Context: an optimization exercise on an open-source flow, tuned for small area and a short achievable clock period. The choices shown serve that exercise and are no tape-out recipe. Only simulation tests tie the RTL to the original design; equivalence was not proved.

## flow/design.v

```verilog
module izhneuron_verilog(clk, rst, en, WE, Addr, AER_BUS, Weight, spike_out);
input wire clk;
input wire rst;
input wire en;
input wire WE;
input wire [3:0] Addr;
input wire [3:0] AER_BUS;
input wire [10:0] Weight;
output wire spike_out;
reg [10:0] mem0, mem1, mem2, mem3;
reg [3:0] valid;                  
reg [10:0] wout, acc, I;
reg [13:0] N, t;              
wire sel0 = valid[0] & (AER_BUS == 4'd0);
wire sel1 = valid[1] & (AER_BUS == 4'd1);
wire sel2 = valid[2] & (AER_BUS == 4'd2);
wire sel3 = valid[3] & (AER_BUS == 4'd3);
wire [10:0] rdg = ({11{sel0}} & mem0) | ({11{sel1}} & mem1) | ({11{sel2}} & mem2) | ({11{sel3}} & mem3);
wire sm0 = acc[0] ^ wout[0];
wire sc0 = acc[0] & wout[0];
wire sm1 = acc[1] ^ wout[1] ^ sc0;
wire sc1 = (acc[1] & wout[1]) | (acc[1] & sc0) | (wout[1] & sc0);
wire sm2 = acc[2] ^ wout[2] ^ sc1;
wire sc2 = (acc[2] & wout[2]) | (acc[2] & sc1) | (wout[2] & sc1);
wire sm3 = acc[3] ^ wout[3] ^ sc2;
wire sc3 = (acc[3] & wout[3]) | (acc[3] & sc2) | (wout[3] & sc2);
wire sm4 = acc[4] ^ wout[4] ^ sc3;
wire sc4 = (acc[4] & wout[4]) | (acc[4] & sc3) | (wout[4] & sc3);
wire sm5 = acc[5] ^ wout[5] ^ sc4;
wire sc5 = (acc[5] & wout[5]) | (acc[5] & sc4) | (wout[5] & sc4);
wire sm6 = acc[6] ^ wout[6] ^ sc5;
wire sc6 = (acc[6] & wout[6]) | (acc[6] & sc5) | (wout[6] & sc5);
wire sm7 = acc[7] ^ wout[7] ^ sc6;
wire sc7 = (acc[7] & wout[7]) | (acc[7] & sc6) | (wout[7] & sc6);
wire sm8 = acc[8] ^ wout[8] ^ sc7;
wire sc8 = (acc[8] & wout[8]) | (acc[8] & sc7) | (wout[8] & sc7);
wire sm9 = acc[9] ^ wout[9] ^ sc8;
wire sc9 = (acc[9] & wout[9]) | (acc[9] & sc8) | (wout[9] & sc8);
wire sm10 = acc[10] ^ wout[10] ^ sc9;
wire sc10 = (acc[10] & wout[10]) | (acc[10] & sc9) | (wout[10] & sc9);
wire [10:0] sum = {sm10, sm9, sm8, sm7, sm6, sm5, sm4, sm3, sm2, sm1, sm0};
wire [10:0] I_next = en ? sum : I;
wire [10:0] In = {~I[10], I[9:0]};                              
wire [10:0] Inn = {~I_next[10], I_next[9:0]};
wire g1 = N[0] & t[2];
wire p2 = N[0] | t[2];
wire g3 = N[1] & t[3];
wire p4 = N[1] | t[3];
wire g5 = N[2] & t[4];
wire p6 = N[2] | t[4];
wire g7 = N[3] & t[5];
wire p8 = N[3] | t[5];
wire g9 = N[4] & t[6];
wire p10 = N[4] | t[6];
wire g11 = N[5] & t[7];
wire p12 = N[5] | t[7];
wire G13 = g3 | (p4 & g1);
wire P14 = p4 & p2;
wire G15 = g7 | (p8 & g5);
wire P16 = p8 & p6;
wire G17 = g11 | (p12 & g9);
wire P18 = p12 & p10;
wire G19 = g5 | (p6 & G13);
wire P20 = p6 & P14;
wire G21 = G15 | (P16 & G13);
wire P22 = P16 & P14;
wire G23 = g9 | (p10 & G21);
wire P24 = p10 & P22;
wire G25 = G17 | (P18 & G21);
wire P26 = P18 & P22;
wire cdv6 = G25;
wire dvs0 = t[8] ^ N[6] ^ cdv6;
wire dvc0 = (t[8] & N[6]) | (t[8] & cdv6) | (N[6] & cdv6);
wire dvs1 = t[9] ^ N[7] ^ dvc0;
wire dvc1 = (t[9] & N[7]) | (t[9] & dvc0) | (N[7] & dvc0);
wire dvs2 = t[10] ^ N[8] ^ dvc1;
wire dvc2 = (t[10] & N[8]) | (t[10] & dvc1) | (N[8] & dvc1);
wire dvs3 = t[11] ^ N[9] ^ dvc2;
wire dvc3 = (t[11] & N[9]) | (t[11] & dvc2) | (N[9] & dvc2);
wire dvs4 = t[12] ^ N[10] ^ dvc3;
wire dvc4 = (t[12] & N[10]) | (t[12] & dvc3) | (N[10] & dvc3);
wire dvs5 = t[13] ^ N[11] ^ dvc4;
wire dvc5 = (t[13] & N[11]) | (t[13] & dvc4) | (N[11] & dvc4);
wire dvs6 = t[13] ^ N[12] ^ dvc5;
wire dvc6 = (t[13] & N[12]) | (t[13] & dvc5) | (N[12] & dvc5);
wire dvs7 = t[13] ^ N[13] ^ dvc6;
wire [7:0] d = {dvs7, dvs6, dvs5, dvs4, dvs3, dvs2, dvs1, dvs0};
wire nas0 = N[0] ^ ~d[0] ^ 1'b1;
wire nac0 = (N[0] & ~d[0]) | (N[0] & 1'b1) | (~d[0] & 1'b1);
wire nas1 = N[1] ^ ~d[1] ^ nac0;
wire nac1 = (N[1] & ~d[1]) | (N[1] & nac0) | (~d[1] & nac0);
wire nas2 = N[2] ^ ~d[2] ^ nac1;
wire nac2 = (N[2] & ~d[2]) | (N[2] & nac1) | (~d[2] & nac1);
wire nas3 = N[3] ^ ~d[3] ^ nac2;
wire nac3 = (N[3] & ~d[3]) | (N[3] & nac2) | (~d[3] & nac2);
wire nas4 = N[4] ^ ~d[4] ^ nac3;
wire nac4 = (N[4] & ~d[4]) | (N[4] & nac3) | (~d[4] & nac3);
wire nas5 = N[5] ^ ~d[5] ^ nac4;
wire nac5 = (N[5] & ~d[5]) | (N[5] & nac4) | (~d[5] & nac4);
wire nas6 = N[6] ^ ~d[6] ^ nac5;
wire nac6 = (N[6] & ~d[6]) | (N[6] & nac5) | (~d[6] & nac5);
wire nas7 = N[7] ^ ~d[7] ^ nac6;
wire nac7 = (N[7] & ~d[7]) | (N[7] & nac6) | (~d[7] & nac6);
wire nas8 = N[8] ^ ~d[7] ^ nac7;
wire nac8 = (N[8] & ~d[7]) | (N[8] & nac7) | (~d[7] & nac7);
wire nas9 = N[9] ^ ~d[7] ^ nac8;
wire nac9 = (N[9] & ~d[7]) | (N[9] & nac8) | (~d[7] & nac8);
wire nas10 = N[10] ^ ~d[7] ^ nac9;
wire nac10 = (N[10] & ~d[7]) | (N[10] & nac9) | (~d[7] & nac9);
wire nas11 = N[11] ^ ~d[7] ^ nac10;
wire nac11 = (N[11] & ~d[7]) | (N[11] & nac10) | (~d[7] & nac10);
wire nas12 = N[12] ^ ~d[7] ^ nac11;
wire nac12 = (N[12] & ~d[7]) | (N[12] & nac11) | (~d[7] & nac11);
wire nas13 = N[13] ^ ~d[7] ^ nac12;
wire [13:0] N0a = {nas13, nas12, nas11, nas10, nas9, nas8, nas7, nas6, nas5, nas4, nas3, nas2, nas1, nas0};
wire p0_1 = t[0] & t[1];
wire p0_2 = t[0] & t[2];
wire p0_3 = t[0] & t[3];
wire p0_4 = t[0] & t[4];
wire p0_5 = t[0] & t[5];
wire p0_6 = t[0] & t[6];
wire p0_7 = t[0] & t[7];
wire p0_8 = t[0] & t[8];
wire p0_9 = t[0] & t[9];
wire p0_10 = t[0] & t[10];
wire p1_2 = t[1] & t[2];
wire p1_3 = t[1] & t[3];
wire p1_4 = t[1] & t[4];
wire p1_5 = t[1] & t[5];
wire p1_6 = t[1] & t[6];
wire p1_7 = t[1] & t[7];
wire p1_8 = t[1] & t[8];
wire p1_9 = t[1] & t[9];
wire p1_10 = t[1] & t[10];
wire p2_3 = t[2] & t[3];
wire p2_4 = t[2] & t[4];
wire p2_5 = t[2] & t[5];
wire p2_6 = t[2] & t[6];
wire p2_7 = t[2] & t[7];
wire p2_8 = t[2] & t[8];
wire p2_9 = t[2] & t[9];
wire p2_10 = t[2] & t[10];
wire p3_4 = t[3] & t[4];
wire p3_5 = t[3] & t[5];
wire p3_6 = t[3] & t[6];
wire p3_7 = t[3] & t[7];
wire p3_8 = t[3] & t[8];
wire p3_9 = t[3] & t[9];
wire p3_10 = t[3] & t[10];
wire p4_5 = t[4] & t[5];
wire p4_6 = t[4] & t[6];
wire p4_7 = t[4] & t[7];
wire p4_8 = t[4] & t[8];
wire p4_9 = t[4] & t[9];
wire p4_10 = t[4] & t[10];
wire p5_6 = t[5] & t[6];
wire p5_7 = t[5] & t[7];
wire p5_8 = t[5] & t[8];
wire p5_9 = t[5] & t[9];
wire p5_10 = t[5] & t[10];
wire p6_7 = t[6] & t[7];
wire p6_8 = t[6] & t[8];
wire p6_9 = t[6] & t[9];
wire p6_10 = t[6] & t[10];
wire p7_8 = t[7] & t[8];
wire p7_9 = t[7] & t[9];
wire p7_10 = t[7] & t[10];
wire p8_9 = t[8] & t[9];
wire p8_10 = t[8] & t[10];
wire p9_10 = t[9] & t[10];
wire n0 = ~(t[11] & t[0]);
wire n1 = ~(t[11] & t[1]);
wire n2 = ~(t[11] & t[2]);
wire n3 = ~(t[11] & t[3]);
wire n4 = ~(t[11] & t[4]);
wire n5 = ~(t[11] & t[5]);
wire n6 = ~(t[11] & t[6]);
wire n7 = ~(t[11] & t[7]);
wire n8 = ~(t[11] & t[8]);
wire n9 = ~(t[11] & t[9]);
wire s27 = 1'b1 ^ In[4];
wire k28 = 1'b1 & In[4];
wire s29 = 1'b1 ^ In[0] ^ N[0];
wire k30 = (1'b1 & In[0]) | (1'b1 & N[0]) | (In[0] & N[0]);
wire s31 = 1'b1 ^ In[1] ^ N[1];
wire k32 = (1'b1 & In[1]) | (1'b1 & N[1]) | (In[1] & N[1]);
wire s33 = In[2] ^ N[2] ^ t[5];
wire k34 = (In[2] & N[2]) | (In[2] & t[5]) | (N[2] & t[5]);
wire s35 = p0_9 ^ p1_8;
wire k36 = p0_9 & p1_8;
wire s37 = 1'b1 ^ In[3] ^ N[3];
wire k38 = (1'b1 & In[3]) | (1'b1 & N[3]) | (In[3] & N[3]);
wire s39 = p0_10 ^ p1_9 ^ p2_8;
wire k40 = (p0_10 & p1_9) | (p0_10 & p2_8) | (p1_9 & p2_8);
wire s41 = N[4] ^ t[6] ^ n0;
wire k42 = (N[4] & t[6]) | (N[4] & n0) | (t[6] & n0);
wire s43 = p1_10 ^ p2_9 ^ p3_8;
wire k44 = (p1_10 & p2_9) | (p1_10 & p3_8) | (p2_9 & p3_8);
wire s45 = p4_7 ^ p5_6;
wire k46 = p4_7 & p5_6;
wire s47 = In[5] ^ N[5] ^ n1;
wire k48 = (In[5] & N[5]) | (In[5] & n1) | (N[5] & n1);
wire s49 = p2_10 ^ p3_9 ^ p4_8;
wire k50 = (p2_10 & p3_9) | (p2_10 & p4_8) | (p3_9 & p4_8);
wire s51 = p5_7 ^ k28;
wire k52 = p5_7 & k28;
wire s53 = In[6] ^ N[6] ^ t[7];
wire k54 = (In[6] & N[6]) | (In[6] & t[7]) | (N[6] & t[7]);
wire s55 = n2 ^ p3_10 ^ p4_9;
wire k56 = (n2 & p3_10) | (n2 & p4_9) | (p3_10 & p4_9);
wire s57 = p5_8 ^ p6_7;
wire k58 = p5_8 & p6_7;
wire s59 = In[7] ^ N[7] ^ n3;
wire k60 = (In[7] & N[7]) | (In[7] & n3) | (N[7] & n3);
wire s61 = p4_10 ^ p5_9;
wire k62 = p4_10 & p5_9;
wire s63 = In[8] ^ N[8] ^ t[8];
wire k64 = (In[8] & N[8]) | (In[8] & t[8]) | (N[8] & t[8]);
wire s65 = n4 ^ p5_10;
wire k66 = n4 & p5_10;
wire s67 = In[9] ^ N[9];
wire k68 = In[9] & N[9];
wire s69 = In[10] ^ N[10];
wire k70 = In[10] & N[10];
wire s71 = t[4] ^ p0_7 ^ p1_6;
wire k72 = (t[4] & p0_7) | (t[4] & p1_6) | (p0_7 & p1_6);
wire s73 = p0_8 ^ p1_7 ^ p2_6;
wire k74 = (p0_8 & p1_7) | (p0_8 & p2_6) | (p1_7 & p2_6);
wire s75 = p3_5 ^ k30;
wire k76 = p3_5 & k30;
wire s77 = p2_7 ^ p3_6 ^ p4_5;
wire k78 = (p2_7 & p3_6) | (p2_7 & p4_5) | (p3_6 & p4_5);
wire s79 = k32 ^ s33 ^ s35;
wire k80 = (k32 & s33) | (k32 & s35) | (s33 & s35);
wire s81 = p3_7 ^ p4_6 ^ k34;
wire k82 = (p3_7 & p4_6) | (p3_7 & k34) | (p4_6 & k34);
wire s83 = k36 ^ s37 ^ s39;
wire k84 = (k36 & s37) | (k36 & s39) | (s37 & s39);
wire s85 = s27 ^ k38 ^ s45;
wire k86 = (s27 & k38) | (s27 & s45) | (k38 & s45);
wire s87 = k40 ^ s41 ^ s43;
wire k88 = (k40 & s41) | (k40 & s43) | (s41 & s43);
wire s89 = k46 ^ s51 ^ k42;
wire k90 = (k46 & s51) | (k46 & k42) | (s51 & k42);
wire s91 = k44 ^ s47 ^ s49;
wire k92 = (k44 & s47) | (k44 & s49) | (s47 & s49);
wire s93 = s53 ^ s57 ^ k52;
wire k94 = (s53 & s57) | (s53 & k52) | (s57 & k52);
wire s95 = k48 ^ k50 ^ s55;
wire k96 = (k48 & k50) | (k48 & s55) | (k50 & s55);
wire s97 = p6_8 ^ k54 ^ k58;
wire k98 = (p6_8 & k54) | (p6_8 & k58) | (k54 & k58);
wire s99 = s61 ^ k56 ^ s59;
wire k100 = (s61 & k56) | (s61 & s59) | (k56 & s59);
wire s101 = p6_9 ^ p7_8 ^ k62;
wire k102 = (p6_9 & p7_8) | (p6_9 & k62) | (p7_8 & k62);
wire s103 = s63 ^ s65 ^ k60;
wire k104 = (s63 & s65) | (s63 & k60) | (s65 & k60);
wire s105 = n5 ^ p6_10 ^ p7_9;
wire k106 = (n5 & p6_10) | (n5 & p7_9) | (p6_10 & p7_9);
wire s107 = s67 ^ k64 ^ k66;
wire k108 = (s67 & k64) | (s67 & k66) | (k64 & k66);
wire s109 = t[9] ^ n6 ^ p7_10;
wire k110 = (t[9] & n6) | (t[9] & p7_10) | (n6 & p7_10);
wire s111 = p8_9 ^ k68 ^ s69;
wire k112 = (p8_9 & k68) | (p8_9 & s69) | (k68 & s69);
wire s113 = 1'b1 ^ N[11] ^ n7;
wire k114 = (1'b1 & N[11]) | (1'b1 & n7) | (N[11] & n7);
wire s115 = p8_10 ^ k70;
wire k116 = p8_10 & k70;
wire s117 = 1'b1 ^ N[12] ^ t[10];
wire k118 = (1'b1 & N[12]) | (1'b1 & t[10]) | (N[12] & t[10]);
wire s119 = n8 ^ p9_10;
wire k120 = n8 & p9_10;
wire s121 = 1'b1 ^ N[13];
wire k122 = 1'b1 & N[13];
wire s123 = t[3] ^ p0_5;
wire k124 = t[3] & p0_5;
wire s125 = p0_6 ^ p1_5;
wire k126 = p0_6 & p1_5;
wire s127 = p2_5 ^ p3_4 ^ s29;
wire k128 = (p2_5 & p3_4) | (p2_5 & s29) | (p3_4 & s29);
wire s129 = s31 ^ k72 ^ s73;
wire k130 = (s31 & k72) | (s31 & s73) | (k72 & s73);
wire s131 = k74 ^ s77 ^ k76;
wire k132 = (k74 & s77) | (k74 & k76) | (s77 & k76);
wire s133 = k78 ^ k80 ^ s81;
wire k134 = (k78 & k80) | (k78 & s81) | (k80 & s81);
wire s135 = k82 ^ s85 ^ k84;
wire k136 = (k82 & s85) | (k82 & k84) | (s85 & k84);
wire s137 = k86 ^ k88 ^ s89;
wire k138 = (k86 & k88) | (k86 & s89) | (k88 & s89);
wire s139 = k90 ^ s93 ^ k92;
wire k140 = (k90 & s93) | (k90 & k92) | (s93 & k92);
wire s141 = s97 ^ k94 ^ k96;
wire k142 = (s97 & k94) | (s97 & k96) | (k94 & k96);
wire s143 = k98 ^ s101 ^ k100;
wire k144 = (k98 & s101) | (k98 & k100) | (s101 & k100);
wire s145 = s105 ^ k102 ^ s107;
wire k146 = (s105 & k102) | (s105 & s107) | (k102 & s107);
wire s147 = k106 ^ s109 ^ s111;
wire k148 = (k106 & s109) | (k106 & s111) | (s109 & s111);
wire s149 = s115 ^ k110 ^ s113;
wire k150 = (s115 & k110) | (s115 & s113) | (k110 & s113);
wire s151 = s117 ^ s119 ^ k116;
wire k152 = (s117 & s119) | (s117 & k116) | (s119 & k116);
wire s153 = n9 ^ s121 ^ k118;
wire k154 = (n9 & s121) | (n9 & k118) | (s121 & k118);
wire s155 = t[2] ^ p0_3;
wire k156 = t[2] & p0_3;
wire s157 = p0_4 ^ p1_3;
wire k158 = p0_4 & p1_3;
wire s159 = p1_4 ^ p2_3 ^ s123;
wire k160 = (p1_4 & p2_3) | (p1_4 & s123) | (p2_3 & s123);
wire s161 = p2_4 ^ k124 ^ s125;
wire k162 = (p2_4 & k124) | (p2_4 & s125) | (k124 & s125);
wire s163 = k126 ^ s71 ^ s127;
wire k164 = (k126 & s71) | (k126 & s127) | (s71 & s127);
wire s165 = s75 ^ k128 ^ s129;
wire k166 = (s75 & k128) | (s75 & s129) | (k128 & s129);
wire s167 = s79 ^ k130 ^ s131;
wire k168 = (s79 & k130) | (s79 & s131) | (k130 & s131);
wire s169 = k132 ^ s83 ^ s133;
wire k170 = (k132 & s83) | (k132 & s133) | (s83 & s133);
wire s171 = s87 ^ k134 ^ s135;
wire k172 = (s87 & k134) | (s87 & s135) | (k134 & s135);
wire s173 = s91 ^ k136 ^ s137;
wire k174 = (s91 & k136) | (s91 & s137) | (k136 & s137);
wire s175 = s95 ^ k138 ^ s139;
wire k176 = (s95 & k138) | (s95 & s139) | (k138 & s139);
wire s177 = s99 ^ k140 ^ s141;
wire k178 = (s99 & k140) | (s99 & s141) | (k140 & s141);
wire s179 = s103 ^ k142 ^ s143;
wire k180 = (s103 & k142) | (s103 & s143) | (k142 & s143);
wire s181 = k104 ^ s145 ^ k144;
wire k182 = (k104 & s145) | (k104 & k144) | (s145 & k144);
wire s183 = k108 ^ s147 ^ k146;
wire k184 = (k108 & s147) | (k108 & k146) | (s147 & k146);
wire s185 = k112 ^ s149 ^ k148;
wire k186 = (k112 & s149) | (k112 & k148) | (s149 & k148);
wire s187 = k114 ^ s151 ^ k150;
wire k188 = (k114 & s151) | (k114 & k150) | (s151 & k150);
wire s189 = k120 ^ s153 ^ k152;
wire k190 = (k120 & s153) | (k120 & k152) | (s153 & k152);
wire g191 = t[0] & 1'b0;
wire p192 = t[0] | 1'b0;
wire g193 = 1'b0 & 1'b0;
wire p194 = 1'b0 | 1'b0;
wire g195 = t[1] & p0_1;
wire p196 = t[1] | p0_1;
wire g197 = p0_2 & 1'b0;
wire p198 = p0_2 | 1'b0;
wire g199 = p1_2 & s155;
wire p200 = p1_2 | s155;
wire g201 = k156 & s157;
wire p202 = k156 | s157;
wire g203 = k158 & s159;
wire p204 = k158 | s159;
wire g205 = k160 & s161;
wire p206 = k160 | s161;
wire G207 = g193 | (p194 & g191);
wire P208 = p194 & p192;
wire G209 = g197 | (p198 & g195);
wire P210 = p198 & p196;
wire G211 = g201 | (p202 & g199);
wire P212 = p202 & p200;
wire G213 = g205 | (p206 & g203);
wire P214 = p206 & p204;
wire G215 = g195 | (p196 & G207);
wire P216 = p196 & P208;
wire G217 = G209 | (P210 & G207);
wire P218 = P210 & P208;
wire G219 = g203 | (p204 & G211);
wire P220 = p204 & P212;
wire G221 = G213 | (P214 & G211);
wire P222 = P214 & P212;
wire G223 = g199 | (p200 & G217);
wire P224 = p200 & P218;
wire G225 = G211 | (P212 & G217);
wire P226 = P212 & P218;
wire G227 = G219 | (P220 & G217);
wire P228 = P220 & P218;
wire G229 = G221 | (P222 & G217);
wire P230 = P222 & P218;
wire lc8 = G229;
wire s231 = k162 ^ s163;
wire k232 = k162 & s163;
wire s233 = k164 ^ s165;
wire k234 = k164 & s165;
wire s235 = k166 ^ s167;
wire k236 = k166 & s167;
wire s237 = k168 ^ s169;
wire k238 = k168 & s169;
wire s239 = k170 ^ s171;
wire k240 = k170 & s171;
wire s241 = k172 ^ s173;
wire k242 = k172 & s173;
wire s243 = k174 ^ s175;
wire k244 = k174 & s175;
wire s245 = k176 ^ s177;
wire k246 = k176 & s177;
wire s247 = k178 ^ s179;
wire k248 = k178 & s179;
wire s249 = k180 ^ s181;
wire k250 = k180 & s181;
wire s251 = s183 ^ k182;
wire k252 = s183 & k182;
wire s253 = s185 ^ k184;
wire k254 = s185 & k184;
wire s255 = s187 ^ k186;
wire k256 = s187 & k186;
wire s257 = s189 ^ k188;
wire k258 = s189 & k188;
wire g259 = s231 & lc8;
wire x261 = s231 ^ lc8;
wire g262 = k232 & s233;
wire x264 = k232 ^ s233;
wire g265 = k234 & s235;
wire x267 = k234 ^ s235;
wire g268 = k236 & s237;
wire x270 = k236 ^ s237;
wire g271 = k238 & s239;
wire x273 = k238 ^ s239;
wire g274 = k240 & s241;
wire x276 = k240 ^ s241;
wire g277 = k242 & s243;
wire x279 = k242 ^ s243;
wire g280 = k244 & s245;
wire x282 = k244 ^ s245;
wire g283 = k246 & s247;
wire x285 = k246 ^ s247;
wire g286 = s249 & k248;
wire x288 = s249 ^ k248;
wire g289 = s251 & k250;
wire x291 = s251 ^ k250;
wire g292 = s253 & k252;
wire x294 = s253 ^ k252;
wire g295 = s255 & k254;
wire x297 = s255 ^ k254;
wire g298 = s257 & k256;
wire x300 = s257 ^ k256;
wire o301 = s231 | lc8;
wire o302 = k232 | s233;
wire o303 = k234 | s235;
wire o304 = k236 | s237;
wire o305 = k238 | s239;
wire o306 = k240 | s241;
wire o307 = k242 | s243;
wire o308 = k244 | s245;
wire o309 = k246 | s247;
wire o310 = s249 | k248;
wire o311 = s251 | k250;
wire o312 = s253 | k252;
wire o313 = s255 | k254;
wire G314 = g262 | (o302 & g259);
wire P315 = o302 & o301;
wire G316 = g268 | (o304 & g265);
wire P317 = o304 & o303;
wire G318 = g274 | (o306 & g271);
wire P319 = o306 & o305;
wire G320 = g280 | (o308 & g277);
wire P321 = o308 & o307;
wire G322 = g286 | (o310 & g283);
wire P323 = o310 & o309;
wire G324 = g292 | (o312 & g289);
wire P325 = o312 & o311;
wire G326 = g265 | (o303 & G314);
wire P327 = o303 & P315;
wire G328 = G316 | (P317 & G314);
wire P329 = P317 & P315;
wire G330 = g277 | (o307 & G318);
wire P331 = o307 & P319;
wire G332 = G320 | (P321 & G318);
wire P333 = P321 & P319;
wire G334 = g289 | (o311 & G322);
wire P335 = o311 & P323;
wire G336 = G324 | (P325 & G322);
wire P337 = P325 & P323;
wire G338 = g271 | (o305 & G328);
wire P339 = o305 & P329;
wire G340 = G318 | (P319 & G328);
wire P341 = P319 & P329;
wire G342 = G330 | (P331 & G328);
wire P343 = P331 & P329;
wire G344 = G332 | (P333 & G328);
wire P345 = P333 & P329;
wire G346 = g295 | (o313 & G336);
wire P347 = o313 & P337;
wire G348 = g283 | (o309 & G344);
wire P349 = o309 & P345;
wire G350 = G322 | (P323 & G344);
wire P351 = P323 & P345;
wire G352 = G334 | (P335 & G344);
wire P353 = P335 & P345;
wire G354 = G336 | (P337 & G344);
wire P355 = P337 & P345;
wire G356 = G346 | (P347 & G344);
wire P357 = P347 & P345;
wire wsn = x300 ^ G356;
wire s358 = 1'b1 ^ ~In[0];
wire k359 = 1'b1 & ~In[0];
wire s360 = 1'b1 ^ ~In[1];
wire k361 = 1'b1 & ~In[1];
wire s362 = 1'b1 ^ ~In[2];
wire k363 = 1'b1 & ~In[2];
wire s364 = 1'b1 ^ ~In[3];
wire k365 = 1'b1 & ~In[3];
wire s366 = 1'b1 ^ ~In[4];
wire k367 = 1'b1 & ~In[4];
wire s368 = s358 ^ k162;
wire k369 = s358 & k162;
wire s370 = k359 ^ s360 ^ k164;
wire k371 = (k359 & s360) | (k359 & k164) | (s360 & k164);
wire s372 = k361 ^ s362 ^ k166;
wire k373 = (k361 & s362) | (k361 & k166) | (s362 & k166);
wire s374 = k363 ^ s364 ^ k168;
wire k375 = (k363 & s364) | (k363 & k168) | (s364 & k168);
wire s376 = k365 ^ s366 ^ k170;
wire k377 = (k365 & s366) | (k365 & k170) | (s366 & k170);
wire s378 = ~In[5] ^ k367 ^ k172;
wire k379 = (~In[5] & k367) | (~In[5] & k172) | (k367 & k172);
wire s380 = 1'b1 ^ ~In[6] ^ k174;
wire k381 = (1'b1 & ~In[6]) | (1'b1 & k174) | (~In[6] & k174);
wire s382 = ~In[7] ^ k176;
wire k383 = ~In[7] & k176;
wire s384 = 1'b1 ^ ~In[8] ^ k178;
wire k385 = (1'b1 & ~In[8]) | (1'b1 & k178) | (~In[8] & k178);
wire s386 = 1'b1 ^ ~In[9] ^ k180;
wire k387 = (1'b1 & ~In[9]) | (1'b1 & k180) | (~In[9] & k180);
wire s388 = ~In[10] ^ s183;
wire k389 = ~In[10] & s183;
wire s390 = 1'b1 ^ s185;
wire k391 = 1'b1 & s185;
wire s392 = 1'b1 ^ s187;
wire k393 = 1'b1 & s187;
wire s394 = 1'b1 ^ s189;
wire k395 = 1'b1 & s189;
wire s396 = s368 ^ s163;
wire k397 = s368 & s163;
wire s398 = k369 ^ s165 ^ s370;
wire k399 = (k369 & s165) | (k369 & s370) | (s165 & s370);
wire s400 = s167 ^ k371 ^ s372;
wire k401 = (s167 & k371) | (s167 & s372) | (k371 & s372);
wire s402 = s169 ^ k373 ^ s374;
wire k403 = (s169 & k373) | (s169 & s374) | (k373 & s374);
wire s404 = k375 ^ s171 ^ s376;
wire k405 = (k375 & s171) | (k375 & s376) | (s171 & s376);
wire s406 = s173 ^ k377 ^ s378;
wire k407 = (s173 & k377) | (s173 & s378) | (k377 & s378);
wire s408 = s175 ^ k379 ^ s380;
wire k409 = (s175 & k379) | (s175 & s380) | (k379 & s380);
wire s410 = s177 ^ s382 ^ k381;
wire k411 = (s177 & s382) | (s177 & k381) | (s382 & k381);
wire s412 = s179 ^ k383 ^ s384;
wire k413 = (s179 & k383) | (s179 & s384) | (k383 & s384);
wire s414 = s181 ^ k385 ^ s386;
wire k415 = (s181 & k385) | (s181 & s386) | (k385 & s386);
wire s416 = k182 ^ s388 ^ k387;
wire k417 = (k182 & s388) | (k182 & k387) | (s388 & k387);
wire s418 = k184 ^ s390 ^ k389;
wire k419 = (k184 & s390) | (k184 & k389) | (s390 & k389);
wire s420 = k186 ^ s392 ^ k391;
wire k421 = (k186 & s392) | (k186 & k391) | (s392 & k391);
wire s422 = k188 ^ s394 ^ k393;
wire k423 = (k188 & s394) | (k188 & k393) | (s394 & k393);
wire s424 = k403 ^ s404;
wire k425 = k403 & s404;
wire s426 = k405 ^ s406;
wire k427 = k405 & s406;
wire s428 = k407 ^ s408 ^ ~d[6];
wire k429 = (k407 & s408) | (k407 & ~d[6]) | (s408 & ~d[6]);
wire s430 = k409 ^ s410;
wire k431 = k409 & s410;
wire s432 = s396 ^ lc8;
wire k433 = s396 & lc8;
wire s434 = k397 ^ s398 ^ ~d[1];
wire k435 = (k397 & s398) | (k397 & ~d[1]) | (s398 & ~d[1]);
wire s436 = k399 ^ s400 ^ ~d[2];
wire k437 = (k399 & s400) | (k399 & ~d[2]) | (s400 & ~d[2]);
wire s438 = k401 ^ s402 ^ ~d[3];
wire k439 = (k401 & s402) | (k401 & ~d[3]) | (s402 & ~d[3]);
wire s440 = s424 ^ ~d[4] ^ Inn[4];
wire k441 = (s424 & ~d[4]) | (s424 & Inn[4]) | (~d[4] & Inn[4]);
wire s442 = k425 ^ s426 ^ ~d[5];
wire k443 = (k425 & s426) | (k425 & ~d[5]) | (s426 & ~d[5]);
wire s444 = k427 ^ Inn[6] ^ s428;
wire k445 = (k427 & Inn[6]) | (k427 & s428) | (Inn[6] & s428);
wire s446 = s430 ^ d[7] ^ Inn[7];
wire k447 = (s430 & d[7]) | (s430 & Inn[7]) | (d[7] & Inn[7]);
wire s448 = k411 ^ s412 ^ k431;
wire k449 = (k411 & s412) | (k411 & k431) | (s412 & k431);
wire s450 = k413 ^ s414;
wire k451 = k413 & s414;
wire s452 = k415 ^ s416;
wire k453 = k415 & s416;
wire s454 = s432 ^ ~d[0];
wire k455 = s432 & ~d[0];
wire s456 = k433 ^ Inn[1] ^ s434;
wire k457 = (k433 & Inn[1]) | (k433 & s434) | (Inn[1] & s434);
wire s458 = Inn[2] ^ k435 ^ s436;
wire k459 = (Inn[2] & k435) | (Inn[2] & s436) | (k435 & s436);
wire s460 = Inn[3] ^ k437 ^ s438;
wire k461 = (Inn[3] & k437) | (Inn[3] & s438) | (k437 & s438);
wire s462 = k439 ^ ~spk ^ s440;
wire k463 = (k439 & ~spk) | (k439 & s440) | (~spk & s440);
wire s464 = Inn[5] ^ s442 ^ k441;
wire k465 = (Inn[5] & s442) | (Inn[5] & k441) | (s442 & k441);
wire s466 = k443 ^ ~spk ^ s444;
wire k467 = (k443 & ~spk) | (k443 & s444) | (~spk & s444);
wire s468 = k429 ^ s446 ^ k445;
wire k469 = (k429 & s446) | (k429 & k445) | (s446 & k445);
wire s470 = s448 ^ Inn[8] ^ k447;
wire k471 = (s448 & Inn[8]) | (s448 & k447) | (Inn[8] & k447);
wire s472 = s450 ^ k449 ^ Inn[9];
wire k473 = (s450 & k449) | (s450 & Inn[9]) | (k449 & Inn[9]);
wire s474 = s452 ^ k451 ^ Inn[10];
wire k475 = (s452 & k451) | (s452 & Inn[10]) | (k451 & Inn[10]);
wire s476 = s418 ^ k417 ^ k453;
wire k477 = (s418 & k417) | (s418 & k453) | (k417 & k453);
wire s478 = s420 ^ k419;
wire k479 = s420 & k419;
wire s480 = s422 ^ k421;
wire k481 = s422 & k421;
wire g482 = Inn[0] & s454;
wire x484 = Inn[0] ^ s454;
wire g485 = k455 & s456;
wire x487 = k455 ^ s456;
wire g488 = k457 & s458;
wire x490 = k457 ^ s458;
wire g491 = k459 & s460;
wire x493 = k459 ^ s460;
wire g494 = k461 & s462;
wire x496 = k461 ^ s462;
wire g497 = k463 & s464;
wire x499 = k463 ^ s464;
wire g500 = k465 & s466;
wire x502 = k465 ^ s466;
wire g503 = k467 & s468;
wire x505 = k467 ^ s468;
wire g506 = s470 & k469;
wire x508 = s470 ^ k469;
wire g509 = s472 & k471;
wire x511 = s472 ^ k471;
wire g512 = k473 & s474;
wire x514 = k473 ^ s474;
wire g515 = s476 & k475;
wire x517 = s476 ^ k475;
wire g518 = s478 & k477;
wire x520 = s478 ^ k477;
wire g521 = s480 & k479;
wire x523 = s480 ^ k479;
wire G524 = g485 | (x487 & g482);
wire P525 = x487 & x484;
wire G526 = g491 | (x493 & g488);
wire P527 = x493 & x490;
wire G528 = g497 | (x499 & g494);
wire P529 = x499 & x496;
wire G530 = g503 | (x505 & g500);
wire P531 = x505 & x502;
wire G532 = g509 | (x511 & g506);
wire P533 = x511 & x508;
wire G534 = g515 | (x517 & g512);
wire P535 = x517 & x514;
wire G536 = g521 | (x523 & g518);
wire P537 = x523 & x520;
wire G538 = g488 | (x490 & G524);
wire P539 = x490 & P525;
wire G540 = G526 | (P527 & G524);
wire P541 = P527 & P525;
wire G542 = g500 | (x502 & G528);
wire P543 = x502 & P529;
wire G544 = G530 | (P531 & G528);
wire P545 = P531 & P529;
wire G546 = g512 | (x514 & G532);
wire P547 = x514 & P533;
wire G548 = G534 | (P535 & G532);
wire P549 = P535 & P533;
wire G550 = g494 | (x496 & G540);
wire P551 = x496 & P541;
wire G552 = G528 | (P529 & G540);
wire P553 = P529 & P541;
wire G554 = G542 | (P543 & G540);
wire P555 = P543 & P541;
wire G556 = G544 | (P545 & G540);
wire P557 = P545 & P541;
wire G558 = g518 | (x520 & G548);
wire P559 = x520 & P549;
wire G560 = G536 | (P537 & G548);
wire P561 = P537 & P549;
wire G562 = g506 | (x508 & G556);
wire P563 = x508 & P557;
wire G564 = G532 | (P533 & G556);
wire P565 = P533 & P557;
wire G566 = G546 | (P547 & G556);
wire P567 = P547 & P557;
wire G568 = G548 | (P549 & G556);
wire P569 = P549 & P557;
wire G570 = G558 | (P559 & G556);
wire P571 = P559 & P557;
wire G572 = G560 | (P561 & G556);
wire P573 = P561 & P557;
wire [13:0] y;
assign y[0] = x484 ^ 1'b0;
assign y[1] = x487 ^ g482;
assign y[2] = x490 ^ G524;
assign y[3] = x493 ^ G538;
assign y[4] = x496 ^ G540;
assign y[5] = x499 ^ G550;
assign y[6] = x502 ^ G552;
assign y[7] = x505 ^ G554;
assign y[8] = x508 ^ G556;
assign y[9] = x511 ^ G562;
assign y[10] = x514 ^ G564;
assign y[11] = x517 ^ G566;
assign y[12] = x520 ^ G568;
assign y[13] = x523 ^ G570;
wire nns0 = N0a[4] ^ spk ^ 1'b0;
wire nnc0 = (N0a[4] & spk) | (N0a[4] & 1'b0) | (spk & 1'b0);
wire nns1 = N0a[5] ^ spk ^ nnc0;
wire nnc1 = (N0a[5] & spk) | (N0a[5] & nnc0) | (spk & nnc0);
wire nns2 = N0a[6] ^ 1'b0 ^ nnc1;
wire nnc2 = (N0a[6] & 1'b0) | (N0a[6] & nnc1) | (1'b0 & nnc1);
wire nns3 = N0a[7] ^ spk ^ nnc2;
wire nnc3 = (N0a[7] & spk) | (N0a[7] & nnc2) | (spk & nnc2);
wire nns4 = N0a[8] ^ spk ^ nnc3;
wire nnc4 = (N0a[8] & spk) | (N0a[8] & nnc3) | (spk & nnc3);
wire nns5 = N0a[9] ^ spk ^ nnc4;
wire nnc5 = (N0a[9] & spk) | (N0a[9] & nnc4) | (spk & nnc4);
wire nns6 = N0a[10] ^ spk ^ nnc5;
wire nnc6 = (N0a[10] & spk) | (N0a[10] & nnc5) | (spk & nnc5);
wire nns7 = N0a[11] ^ spk ^ nnc6;
wire nnc7 = (N0a[11] & spk) | (N0a[11] & nnc6) | (spk & nnc6);
wire nns8 = N0a[12] ^ spk ^ nnc7;
wire nnc8 = (N0a[12] & spk) | (N0a[12] & nnc7) | (spk & nnc7);
wire nns9 = N0a[13] ^ spk ^ nnc8;
wire [13:0] N_next = {nns9, nns8, nns7, nns6, nns5, nns4, nns3, nns2, nns1, nns0, N0a[3:0]};
wire signed [13:0] ts = t;
wire f = ts < -14'sd1285;               
wire spk = f | ~wsn;
assign spike_out = ~rst & spk;
wire g = ~y[13] & (y[12:0] > 13'd1068);
wire [13:0] t_next = (f | g) ? 14'd118 : y;
always @(posedge clk) begin
	if (WE && Addr[3:2] == 2'b00) begin
		case (Addr[1:0])
			2'd0: mem0 <= Weight;
			2'd1: mem1 <= Weight;
			2'd2: mem2 <= Weight;
			default: mem3 <= Weight;
		endcase
	end
	if (rst) begin
		valid <= 4'b0000;
		wout <= 11'd0; acc <= 11'd0; I <= 11'd0;
		N <= 14'd16112; t <= 14'd118;
	end else begin
		if (WE && Addr[3:2] == 2'b00) valid[Addr[1:0]] <= 1'b1;
		if (!WE) wout <= rdg;
		acc <= en ? 11'd0 : sum;
		I <= I_next;
		N <= N_next;
		t <= t_next;
	end
end
endmodule
```

## flow/flow/run.sh

```bash
#!/bin/bash
set -e
cp standard.sh standard.sh.log
export SETUP_SLACK_MARGIN=${FLOW_SETUP_MARGIN:-12}
export BUFFER_PORTS_ARGS="-buffer_cell sky130_fd_sc_hd__buf_2"
bash standard.sh synth > synth.log 2>&1
R=orfs/results/sky130hd/izhneuron_verilog/base
cp $R/1_2_yosys.v yosys_netlist_before_polar.v.log
python3 flow/polar.py $R/1_2_yosys.v $R/1_2_yosys.polar.v > polar.log 2>&1
mv $R/1_2_yosys.polar.v $R/1_2_yosys.v
rm -f $R/1_synth.odb
bash standard.sh > standard.log 2>&1
```

## flow/flow/polar.py

```python
#!/usr/bin/env python3
"""Re-polarise full adders in a mapped sky130hd netlist to remove inverters.

A full adder is self-dual: FA(~a, ~b, ~c) = (~sum, ~cout). Flipping an adder
complements what its inputs must carry and what its outputs carry, so the
inverters around it can move or vanish. The netlist's function is unchanged.
usage: polar.py in.v out.v
"""
import re
import sys
import random
from collections import defaultdict

src = open(sys.argv[1]).read()
cell_re = re.compile(r'^(\s*)(sky130_fd_sc_hd__\w+)\s+(\\\S+\s|\S+)\s*\((.*?)\);\n', re.S | re.M)
pin_re = re.compile(r'\.(\w+)\(\s*([^()]*?)\s*\)')
OUTPINS = {'X', 'Y', 'SUM', 'COUT', 'Q', 'Q_N', 'HI', 'LO'}

cells = []
for m in cell_re.finditer(src):
    pins = [(p, n) for p, n in pin_re.findall(m.group(4))]
    cells.append({'span': m.span(), 'ind': m.group(1), 'type': m.group(2), 'name': m.group(3), 'pins': pins})

outports = set()
for m in re.finditer(r'^\s*output\s+(\[[^\]]*\]\s*)?([^;]+);', src, re.M):
    rng, names = m.group(1), m.group(2)
    for nm in names.split(','):
        nm = nm.strip()
        if rng:
            hi, lo = map(int, re.findall(r'-?\d+', rng))
            for i in range(min(hi, lo), max(hi, lo) + 1):
                outports.add(f"{nm}[{i}]")
        else:
            outports.add(nm)

def is_inv(c):
    return re.match(r'sky130_fd_sc_hd__(inv|clkinv)_\d+$', c['type']) is not None

def is_fa(c):
    return re.match(r'sky130_fd_sc_hd__fa_\d+$', c['type']) is not None

# inverters that can be dissolved: input and output both internal nets
inv_of = {}   # output net -> input net
dissolve = set()
for i, c in enumerate(cells):
    if is_inv(c):
        d = dict(c['pins'])
        if d['Y'] not in outports:
            inv_of[d['Y']] = d['A']
            dissolve.add(i)

def root(net):
    p = 0
    while net in inv_of:
        net = inv_of[net]
        p ^= 1
    return net, p

driver_fa = {}  # net -> fa index
for i, c in enumerate(cells):
    if is_fa(c):
        for p, n in c['pins']:
            if p in ('SUM', 'COUT'):
                driver_fa[n] = i

# consumers: (cell index, pin, root, parity wanted in original terms)
cons = []
for i, c in enumerate(cells):
    if i in dissolve:
        continue
    for p, n in c['pins']:
        if p in OUTPINS:
            continue
        r, par = root(n)
        cons.append((i, p, r, par))
# output ports driven through dissolved inverters need the driving literal too:
# none, since inverters on output ports are kept.

fas = [i for i, c in enumerate(cells) if is_fa(c)]
flip = {i: 0 for i in fas}

def phys(r):
    i = driver_fa.get(r)
    return flip[i] if i is not None else 0

def need(con):
    i, p, r, par = con
    want = par ^ (flip[i] if i in flip else 0)
    return r, want ^ phys(r)    # 1: consumer needs the complement of the physical net

def cost():
    s = set()
    for con in cons:
        r, w = need(con)
        if w:
            s.add(r)
    return len(s)

by_root = defaultdict(list)
for k, con in enumerate(cons):
    by_root[con[2]].append(k)
fa_roots = defaultdict(set)
for k, con in enumerate(cons):
    if con[0] in flip:
        fa_roots[con[0]].add(con[2])
for i in fas:
    for p, n in cells[i]['pins']:
        if p in ('SUM', 'COUT'):
            fa_roots[i].add(n)

def local(rs):
    t = 0
    for r in rs:
        if any(need(cons[k])[1] for k in by_root[r]):
            t += 1
    return t

best = cost()
start = best
random.seed(1)
for it in range(50):
    improved = False
    order = fas[:]
    random.shuffle(order)
    for i in order:
        rs = fa_roots[i]
        before = local(rs)
        flip[i] ^= 1
        after = local(rs)
        if after < before or (after == before and random.random() < 0.0):
            improved = True
        elif after > before or after == before:
            flip[i] ^= 1
    if not improved:
        break
final = cost()

# rewrite
inv_net = {}
new_cells = []
k = 0
def esc(n):
    return n + " " if n.startswith("\\") else n


def inverted(r):
    global k
    if r not in inv_net:
        k += 1
        inv_net[r] = f"_pol{k}_"
        new_cells.append(f"  sky130_fd_sc_hd__inv_1 _polinv{k}_ (\n    .A({esc(r)}),\n    .Y(_pol{k}_)\n  );\n")
    return inv_net[r]

newpins = defaultdict(dict)
for con in cons:
    i, p, r, par = con
    rr, w = need(con)
    newpins[i][p] = inverted(rr) if w else rr

out = []
pos = 0
for i, c in enumerate(cells):
    a, b = c['span']
    out.append(src[pos:a])
    pos = b
    if i in dissolve:
        continue
    pins = []
    for p, n in c['pins']:
        pins.append((p, newpins[i].get(p, n)))
    body = ",\n".join(f"    .{p}({esc(n)})" for p, n in pins)
    out.append(f"{c['ind']}{c['type']} {c['name']}{'' if c['name'].endswith(' ') else ' '}(\n{body}\n  );\n")
tail = src[pos:]
ei = tail.rindex('endmodule')
out.append(tail[:ei])
out.extend(new_cells)
out.append(tail[ei:])
res = "".join(out)
# declare the new nets after the module header's last wire declaration
decl = "".join(f"  wire _pol{j}_;\n" for j in range(1, k + 1))
m = list(re.finditer(r'^\s*wire [^;]*;\n', res, re.M))
p = m[-1].end()
res = res[:p] + decl + res[p:]
open(sys.argv[2], 'w').write(res)
sys.stderr.write(f"polar: {len(fas)} adders, {sum(flip.values())} flipped, "
                 f"{len(dissolve)} inverters removed, {k} added (cost {start} -> {final})\n")
```

## flow/standard.sh

```bash
#!/bin/bash
# synth_recipe.tcl (not shown) runs the flow's synth.tcl, then flattens the netlist and writes it again
# the make line also repeats each setting of config.mk as NAME=value (left out here)
make -C /OpenROAD-flow-scripts/flow DESIGN_CONFIG=/design/flow/config.mk WORK_HOME=/design/flow/orfs CLKGATE_MAP_FILE= SYNTH_SCRIPT=/design/flow/synth_recipe.tcl "${@:-finish}"
```

## flow/config.mk

```make
export PLATFORM = sky130hd
export DESIGN_NAME = izhneuron_verilog
export DESIGN_NICKNAME = izhneuron_verilog
export VERILOG_FILES = /design/flow/design.v
export SDC_FILE = /design/flow/constraint.sdc
export NUM_CORES = 4
export LEC_CHECK = 0
export CAP_MARGIN = 20
export CORE_MARGIN = 2
export CORE_UTILIZATION = 40
export CTS_BUF_LIST = sky130_fd_sc_hd__clkbuf_8
export CTS_CLUSTER_SIZE = 10
export SLEW_MARGIN = 20
```

## flow/constraint.sdc

```tcl
create_clock -name core_clock -period 21.0 [get_ports {clk}]
set_input_delay 4.2000 -clock core_clock [delete_from_list [all_inputs] [get_ports {clk}]]
set_output_delay 4.2000 -clock core_clock [all_outputs]
set_load 0.01 [all_outputs]
```

==> results list, run 1 <==
* Maximum fanout count along the critical path: 46
* Register-to-register setup slack: 12360 ps
* Share of the cycle needed by the critical path after routing: 42.69%
- Top cell family by delay on the critical path: buffers and inverters
- Vias per Instance: 5.015
- STA puts the critical path data required time at 16800 ps.
- Count of mapped cells out of synthesis: 752
- In this run the core area contains 53 standard-cell rows.
- Area Overhead vs Synth: 10.65%
* Post-CTS Hold Buffers: 0
- After global routing the overflow that remains totals 0.
* CTS Root Cell: sky130_fd_sc_hd__clkbuf_8
* Die footprint: 22680 um2
* Number of inserted filler cells in the final layout: 1972
- Slowest stage cell on the critical path: sky130_fd_sc_hd__buf_12
* Arrival time of data at the critical path endpoint: 4760 ps
- Worst slew margin relative to its limit: 56.29%
* Time the worst path needs with I/O delays and setup: 8964 ps
- Buffers inserted during clock tree synthesis total 9.
- The first global-routing pass estimated 30.40 mm of wire.
- Max cap viols: 0
- The floorplan step set the die width to 150.6 um.
- Number of cells on the worst hold path: 2
- Together, buffers and inverters on the worst path number 3.
* Worst-margin pin slew: 655.7 ps
* Hold Path Origin: valid[2]
- In this run the mean area of a mapped cell was 11.43 um2.
* End of the worst register-to-register path: N[13]
- Drc violations: 0
* Overall fraction of global-route tracks in use: 17.72%
* Proportion of layout cells with a drive suffix above 1: 14.47%
- Between clock sinks in the finished design, the worst skew comes to 15.80 ps.
- In the final design database the tool counted 1007 nets.
- The via count of the first global-routing pass was 5686.
- After clock tree synthesis, the clock-pin slew on the worst setup and hold paths is 100 ps.
- Hold Crit Endpoint: valid[2]
- Clock tree from TritonCTS: yes
- Total instance count after detailed placement: 1031
- Total Negative Setup Slacks: 0 ps
- Across all layers, the routed design uses 5331 vias.
- By startpoint and endpoint, the worst setup path is classified as primary input to primary output.
* Reg2reg path depth: 30
* First-pass iteration count of the detailed router: 5
- In this run the standard cell core region covers 21090 um2.
- For this run, the number of Yosys warnings is 1.
- Number of clock sinks: 109
- The startpoint identified for the worst register-to-register timing path is t[2].
- Area of the mapped netlist: 8598 um2
* Result of the run: no timing/DRC/antenna violations
- Antenna violations before repair: 0
* Critical Path Max Stage Delay: 180 ps
- The top cell types in the final layout, fill and taps aside, are sky130_fd_sc_hd__fa_1, sky130_fd_sc_hd__inv_1, sky130_fd_sc_hd__ha_1.
- 0 antenna diodes ended up in the layout.
- Number of routed nets with antenna violations: 0
- Routed wire length: 18.35 mm
* Worst path most repeated cell: sky130_fd_sc_hd__buf_2
* IO Pins: 24
- Once layout is complete, the cells apart from fillers number 1063.
* Maximum number of pins on one net before global-route repair: 47
- The later pin in the worst-skew pair is clocked with a latency of 390 ps.
- Setup repair after global routing left no endpoint under its margin.
- At the end of routability-driven placement, the weighted congestion stood at 0.8337.
* Element type at the critical path start: primary input
* Class of the tightest hold or removal check: register to register
- Buffers placed on the I/O ports in this run total 23.
- From bottom edge to top edge, the die measures 150.6 um.
* Total nets after synthesis: 976
- For this block, the initial DRC count from the detailed router was 254.
- The critical path goes through buf_2 -> buf_12 -> nor2_2 -> buf_2.
- The number of failing hold endpoints at the final stage was 0.
* Routed wire length per instance: 17.27 um
* Largest buffer count on any clock path: 2
- Static timing analysis puts the maximum clock frequency at 111.6 MHz.
- After legalization and detailed placement, the total HPWL measured 14.74 mm.
- Initial core utilization: 40.77%
- Most common cell after layout, fill and taps aside: sky130_fd_sc_hd__fa_1
- H-tree levels: 3
- Count of endpoints failing setup in the final report: 0
- STA classifies the critical path endpoint as a primary output.
* Max Slew Vio Count: 0
==> how the worst max path moves through the flow <==
stage	cells past startpoint	start	slack [ps]	to
3_5_place_dp	13	t[4]	11210	spike_out
4_1_cts	14	t[6]	12010	spike_out
3_3_place_gp	13	t[4]	11120	spike_out
5_1_grt	28	t[2]	11990	N[13]
2_1_floorplan	3	rst	12040	spike_out
6_report	4	rst	12040	spike_out
==> sequential cells by signal, summed over array words and instances, names as in the netlist <==
register and flops:
N 14, wout 11, mem2 11, valid 4, acc 11, mem3 11, t 14, mem1 11
mem0 11, I 11
==> metal layers <==
metal  vias up  part of all wire, %  track usage, %
met3        17                  2.3           2.667
met5         -                    0               0
met2        67                   49           28.95
met4         0                  1.4           4.206
met1      2697                   48           24.95
li1       2550                    -               -
==> stage by stage <==
step	instance area (um2)	hold WS, ps	worst slack, ps	utilization [%]
6_report	9514	477.0	12040	45.12
5_1_grt	9514	519.0	11990	45.12
4_1_cts	9326	483.9	12010	44.23
3_5_place_dp	9022	459.4	11210	42.79
3_3_place_gp	9022	453.4	11120	42.79
2_1_floorplan	8600	431.2	12040	-
==> tightest hold or removal path, cell delays in order (launching register included) <==
cell and delay (ps):
sky130_fd_sc_hd__dfxtp_1 330, sky130_fd_sc_hd__nor2_1 40, sky130_fd_sc_hd__nor2_1 70
==> repair_timing <==
action / in CTS / in global routing
pin swaps: 3 / 8
endpoints found under the hold margin: 0 / 0
buffers inserted: 3 / 13
resized for setup: 31 / 22
endpoints found under the setup margin: 12 / 10
==> area by class of cell <==
class	instances	area, um2	share of cell area (%)
timing repair buffer	44	285.3	2.998
multi-input combinational	529	5690	59.81
inverter	90	337.8	3.551
clock buffer	9	123.9	1.302
sequential	109	2666	28.02
clock inverter	7	66.31	0.6970
tap	275	344.1	3.617
==> run 2: changes to the inputs <==
--- a/flow/config.mk
+++ b/flow/config.mk
@@ -8,6 +8,4 @@
 export CAP_MARGIN = 20
 export CORE_MARGIN = 2
 export CORE_UTILIZATION = 40
-export CTS_BUF_LIST = sky130_fd_sc_hd__clkbuf_8
-export CTS_CLUSTER_SIZE = 10
 export SLEW_MARGIN = 20
==> run 2 against run 1 <==
Compared with the run above: still clean; routed wire length fell by 1.0%; area after synthesis did not move; design area hardly changed; count of clock-buffer cells in the layout grew 3; first-iteration DRC count grew 14%; worst hold slack got worse by 4.5 ps; die area stayed put.
==> results list, run 2 <==
- End of the worst register-to-register path: N[13] (unchanged)
- The overall global routing resource usage was 17.83% (was 17.72%).
* Detailed-route via count: 5316 (was 5331)
- Register-to-register setup slack: 12370 ps (was 12360 ps)
- First-pass GRT wire length: 30.53 mm (was 30.40 mm)
* Largest buffer count on any clock path: 2 (unchanged)
- Worst slew margin relative to its limit: 57.16% (was 56.29%)
* Time the worst path needs with I/O delays and setup: 8958 ps (was 8964 ps)
- H-tree levels: 3 (unchanged)
* Routed wire length per instance: 17.25 um (was 17.27 um)
* Result of the run: no timing/DRC/antenna violations (unchanged)
* Number of clock sinks: 109 (unchanged)
- Class of the most critical setup path: primary input to primary output (unchanged)
* Drc violations: 0 (unchanged)
- The number of input and output port buffers inserted came to 23 (unchanged).
- Critical path capture point: spike_out (unchanged)
- The count of hold-fix buffers inserted at cts is 0 (unchanged).
- The total routed wirelength came to 18.17 mm (was 18.35 mm).
* Source of the critical timing path: rst (unchanged)
* Average size of a mapped cell: 11.43 um2 (unchanged)
- The maximum fanout along the worst path was 46 (unchanged).
- The slew at the pin with the worst max-slew slack came to 642.5 ps (was 655.7 ps).
- The total of warnings raised by yosys came to 1 (unchanged).
- The total iterations of the first detailed-routing run is 4 (was 5).
- Highest clock rate: 111.6 MHz (about the same)
- Die footprint: 22680 um2 (unchanged)
* Proportion of layout cells with a drive suffix above 1: 12.85% (was 14.47%)
- Core outline area: 21090 um2 (unchanged)
* Antenna violations before repair: 0 (unchanged)
* HPWL after detailed placement: 14.74 mm (unchanged)
- The maximum cell stage delay along the critical path came to 180 ps (about the same).
* Final net count: 997 (was 1007)
- The met3 usage in global routing was 3.242% (was 2.667%).
- Fraction of met2 tracks used by global routing: 29.09% (was 28.95%)
- Critical path endpoint category: primary output (unchanged)
- The slowest stage cell on the critical path was sky130_fd_sc_hd__buf_12 (unchanged).
- Reg2reg path depth: 28 (was 30)
- Vias per Instance: 5.048 (was 5.015)
- The post-route cell area was 9522 um2 (was 9514 um2).
* Die width: 150.6 um (unchanged)
- Share of the cycle needed by the critical path after routing: 42.66% (was 42.69%)
- The multi-input gate area in the final layout came to 5673 um2 (was 5690 um2).
* Endpoint required time on the critical path: 16800 ps (about the same)
* Number of inserted filler cells in the final layout: 1967 (was 1972)
- The final number of setup-violating endpoints is 0 (unchanged).
- CTS buffer count: 9 (unchanged)
- RSZ-0062 raised after global routing: false (unchanged).
- Area Overhead vs Synth: 10.74% (was 10.65%)
- Max cap viols: 0 (unchanged)
- Class of the tightest hold or removal check: register to register (unchanged)
- CTS Root Cell: sky130_fd_sc_hd__clkbuf_16 (was sky130_fd_sc_hd__clkbuf_8)
- Most common cell after layout, fill and taps aside: sky130_fd_sc_hd__fa_1 (unchanged)
- Number of routed nets with antenna violations: 0 (unchanged)
- The placed instance area was 9022 um2 (unchanged).
* Count of mapped cells out of synthesis: 752 (unchanged)
* Total nets after synthesis: 976 (unchanged)
* Remaining global-route overflow: 0 (unchanged)
- Largest regs: N: 14 flops, t: 14 flops (unchanged).
* Busiest layer in global routing: met2 (unchanged)
* Number of rows created at floorplan: 53 (unchanged)
* Worst path most repeated cell: sky130_fd_sc_hd__buf_2 (unchanged)
* Element type at the critical path start: primary input (unchanged)
- The mapped cell area is 8598 um2 (unchanged).
- Most frequent cells in the layout: sky130_fd_sc_hd__fa_1, sky130_fd_sc_hd__inv_1, sky130_fd_sc_hd__ha_1 (unchanged)
* Clock tree from TritonCTS: yes (unchanged)
* Register area: 2665 um2 (was 2666 um2)
- M1 GR Usage: 25.17% (was 24.95%)
* Vias in the first global route: 5701 (was 5686)
- CP cell instances: buf_2 -> buf_12 -> nor2_2 -> buf_2 (unchanged)
- Ant. Diodes: 0 (unchanged)
- The iteration-0 DRC count of the detailed router is 290 (was 254).
* IO Pins: 24 (unchanged)
- The clock latency reported for the late side of the worst-skew pair was 360 ps (was 390 ps).
- The number of failing hold endpoints at the final stage is 0 (unchanged).
* Max Slew Vio Count: 0 (unchanged)
- The clock-pin slew on the worst setup and hold paths was 70 ps (was 100 ps).
* Critical R2R Launch: t[2] (unchanged)
* Worst Clk Skew: 7.878 ps (was 15.80 ps)
- The final weighted congestion in routability-driven placement came to 0.8337 (unchanged).
- The arrival time reported for the critical path endpoint was 4760 ps (about the same).
- The die boundary height was 150.6 um (unchanged).
- The aggregate negative setup slack is 0 ps (unchanged).
* Worst Hold Slack: 472.6 ps (was 477.0 ps)
- The initial cell density of the core came to 40.77% (unchanged).
- Util after Layout: 45.15% (was 45.12%)
- The pin count of the biggest net entering global routing is 47 (unchanged).
[run 2: changes by cell type in the layout (fill, tap and decap cells not counted), sizes merged]
cell	delta
clkbuf	+3
inv	-3
buf	-10
[run 2: how the worst min path moves through the flow]
stage                        start  endpoint  slack (ps)  depth (start not counted)
after floorplan           valid[0]  valid[0]         430                          2
after global placement    valid[0]  valid[0]         450                          2
after detailed placement  valid[2]  valid[2]         460                          2
after CTS                 valid[2]  valid[2]         480                          2
after global routing      valid[0]  valid[0]         510                          2
final                     valid[2]  valid[2]         470                          2
[run 2: timing repair]
| action | CTS | global route |
|---|---|---|
| gates resized for setup | 28 | 19 |
| pin swaps | 1 | 7 |
| setup endpoints to repair | 12 | 10 |
| setup buffers | 1 | 5 |
[run 2: worst max-delay path, delay by kind of cell]
| kind | cells | cell delay [ps] |
|---|---|---|
| buf+inv | 3 | 420 |
| simple gates | 1 | 130 |
[run 2: layout make-up]
class                           count  share of cell area, %
Clock buffer                       12                  2.484
Clock inverter                      4                 0.5782
Inverter                           90                  3.548
Multi-Input combinational cell    529                  59.58
Sequential cell                   109                  27.99
Tap cell                          275                  3.614
Timing Repair Buffer               34                  2.208
[run 2: through the flow]
step,std cells,worst slack (ps)
after floorplan,752,12040
after global placement,1031,11120
after detailed placement,1031,11210
after CTS,1048,12030
after global routing,1053,11990
final,1053,12040
[run 2: layer usage]
metal,vias to the layer above,wire [um]
met4,0,176
met1,2686,8545
met2,88,8861
met3,10,585
met5,-,0
li1,2532,-

separate check: timing with driven ports:
How much do the figures lean on ideal ports? The routed layouts below were timed once more, with nothing changed but the port constraints. Step 1 (the two cells are an assumption about what drives the block):
set clk [get_ports {clk}]
set_driving_cell -lib_cell sky130_fd_sc_hd__clkbuf_16 $clk
set_driving_cell -lib_cell sky130_fd_sc_hd__buf_2 [delete_from_list [all_inputs] $clk]
Step 2, shift: input delay + t, output delay - t, t = (earliest + latest rising clock arrival at the registers) / 2. This alone moves slack from input paths to output paths. a / b / c = ideal / step 1 / step 2; a / b = the first two.
run	t (ns)	slack for setup (ns)	hold slack, ns	worst setup path at the end	cell pins on the clock port's net
run 1	0.419	12.036 / 12.015 / 12.015	0.477 / 0.477 / 0.477	input to output	1
run 2	0.394	12.042 / 12.021 / 11.999	0.473 / 0.473 / 0.473	input to register	1
After both steps every run listed still meets setup and hold. For run 2, which loses most, drivers alone change the setup slack by -0.021 ns; drivers and shift together by -0.043 ns.
